This is an optimization exercise on Yosys and OpenROAD, whose aim is small area and a short achievable clock period, not a production implementation. Function was checked by simulation only, so behaviour that the tests miss may differ from the original. Power is estimated from default activity; no workload was simulated.

Design Main, start of the top module:
module Main(input clk, input reset,
    output [31:0] io_pc,
    input  [31:0] io_inst,
    output [1023:0] io_debug_regs,
    output [31:0] io_debug_if_inst,
    output [31:0] io_debug_id_inst,
    output [31:0] io_debug_exe_inst,
    output [31:0] io_debug_mem_inst,
    output [31:0] io_debug_wb_inst
);
  reg  [31:0] pc_r, inst_r;
  reg         brt_r;
  reg  [31:0] ifo_r;              
  reg  [31:0] a_r, b_r;           
  reg  [4:0]  d_dst;
  reg         d_rf_wen, d_lw, d_sw, d_beq, d_bne, d_jmp, d_jr, d_link;
  reg         d_op2, d_immhi;
  reg         d_sub, d_and, d_or, d_xor, d_nor, d_slt, d_sltu, d_lui;
  reg         d_sh, d_shv, d_shl, d_sha;
  reg         fe_a, fm_a, fw_a, fr_a;
  reg         fe_b, fm_b, fw_b, fr_b;
  reg         ye, ym, yw, yr, yi;     
  reg         stall_p;
  reg         r_op2, r_sub, r_add, r_and, r_or, r_xor, r_nor, r_slt, r_sltu;
  reg         r_lui, r_sh, r_link, r_sw;
  reg  [31:0] e_inst, e_res;
  reg  [4:0]  e_dst, e_addr;
  reg         e_rf_wen, e_mem_ren, e_mem_wen;
  reg  [31:0] m_inst, m_out;
  reg  [4:0]  m_dst, m_addr;
  reg         m_rf_wen, m_mem_ren, m_mem_wen;
  reg  [31:0] w_inst, w_out;
  reg  [4:0]  w_dst;
  reg         w_rf_wen, w_mem_ren;
  reg  [31:0] x_inst;
  reg  [1023:32] rfv;
  reg  [1023:0]  dmv;
  wire [1023:0]  rf_all = {rfv, 32'h0};
  function [31:0] rd32(input [1023:0] v, input [4:0] a);
    integer k;
    begin
      rd32 = 32'h0;
      for (k = 0; k < 32; k = k + 1)
        rd32 = rd32 | (v[k*32 +: 32] & {32{a == k}});
    end
  endfunction
  wire stall = stall_p & ~brt_r;
  wire kill  = stall_p | brt_r;         
  wire go    = ~kill;
  wire [31:0] if_inst = brt_r ? 32'h0 : inst_r;
  wire [31:0] opa = ({32{fe_a}} & e_res) | ({32{fm_a}} & m_out) |
                    ({32{fw_a}} & w_out) | ({32{fr_a}} & a_r);
  wire [31:0] opb = ({32{fe_b}} & e_res) | ({32{fm_b}} & m_out) |
                    ({32{fw_b}} & w_out) | ({32{fr_b}} & b_r);
  wire wz = w_dst == 5'd0;
  wire c_op2 = r_op2;
  wire c_sub = r_sub;
  wire ok    = ~brt_r & ~reset;
  wire [31:0] x = opa;
  wire [31:0] y = ({32{ye}} & e_res) | ({32{ym}} & m_out) |
                  ({32{yw}} & w_out) | ({32{yr}} & b_r) |
                  ({32{yi}} & {{16{d_immhi}}, inst_r[15:0]});
  ...
Settings: LEC_CHECK=0, CAP_MARGIN=20, CORE_MARGIN=2, CORE_UTILIZATION=40, CTS_CLUSTER_DIAMETER=80, CTS_CLUSTER_SIZE=24, SETUP_SLACK_MARGIN=5.0, SLEW_MARGIN=20, TNS_END_PERCENT=10; clock period 9.0 ns.
standard.sh (not shown) runs the stock make flow with config.mk's settings and CLKGATE_MAP_FILE= SYNTH_SCRIPT=/design/flow/synth_recipe.tcl, a recipe that flattens the netlist after the stock synthesis.
==> flow/flow/run.sh <==
#!/bin/bash
# The standard layout (the standard.sh, unchanged synthesis), with the
# smallest buffer, sky130_fd_sc_hd__buf_1, on the input and output ports.
# Up to clock tree synthesis the timing repair aims at config.mk's 5 ns of
# setup slack; the repair after global routing aims at 5.2 ns, to leave room
# for what detailed routing loses.  Each run's output goes to its own log.
export BUFFER_PORTS_ARGS="-buffer_cell sky130_fd_sc_hd__buf_1"
bash standard.sh cts > standard_cts.log 2>&1
bash standard.sh SETUP_SLACK_MARGIN=5.2 finish > standard_finish.log 2>&1
The first run finished clean.
==> next run, changes <==
--- a/flow/flow/run.sh
+++ b/flow/flow/run.sh
@@ -5 +5 @@
-# setup slack; the repair after global routing aims at 5.2 ns, to leave room
+# setup slack; the repair after global routing aims at 5.8 ns, to leave room
@@ -9 +9 @@
-bash standard.sh SETUP_SLACK_MARGIN=5.2 finish > standard_finish.log 2>&1
+bash standard.sh SETUP_SLACK_MARGIN=5.8 finish > standard_finish.log 2>&1
Global-route usage does not change; die area does not change; maximum frequency came out higher by about 0.43%; setup slack gains 17 ps; wire length came out higher by about 4%; final cell count rises by 3.3%.
==> next run, changes <==
==> flow/flow/run.sh (replaced) <==
#!/bin/bash
# The standard layout (the standard.sh, unchanged synthesis), with the
# smallest buffer, sky130_fd_sc_hd__buf_1, on the input and output ports.
# Each tool's output goes to standard.log in this folder.
export BUFFER_PORTS_ARGS="-buffer_cell sky130_fd_sc_hd__buf_1"
bash standard.sh > standard.log 2>&1
--- a/flow/config.mk
+++ b/flow/config.mk
@@ -8 +8 @@
-export CAP_MARGIN = 20
+export CAP_MARGIN = 40
@@ -14,2 +14 @@
-export SLEW_MARGIN = 20
-export TNS_END_PERCENT = 10
+export SLEW_MARGIN = 40
Outcome:
- final cell count came out lower by 3.6%
- hold slack got worse by 23 ps
- clock-buffer cell count grows by 4
- total power came out lower by 1.7%
- sequential cell count is unchanged
- worst setup slack is worse by 180 ps

-- what the ideal ports hide --
No port has a modelled driver above. Below, the same layouts with a new extraction and two added sets of constraints. Step 1: set_driving_cell puts a clkbuf_16 on clk and a buf_2 on each other input, an assumption about the parent block. Step 2 moves the port delays by t, midway between the first and last clock arrival at a register: inputs arrive t later, outputs are due t later. That takes back most of the time a late clock gives input paths. a / b / c = ideal ports / drivers / drivers and shift; a / b = the first two.
| run | t (ns) | slack for setup (ns) | slew at the worst register clock pin (ns) |
|---|---|---|---|
| the first run | 0.993 | 4.887 / 4.764 / 4.078 | 0.10 / 0.10 |
| the second run | 1.002 | 4.905 / 4.905 / 4.129 | 0.10 / 0.10 |
| the third run | 1.023 | 4.720 / 4.720 / 3.755 | 0.11 / 0.11 |
After both steps every run listed still meets setup and hold. The setup slack of the third run, which loses most, moves by 0.000 ns with the drivers and by -0.965 ns with both steps.
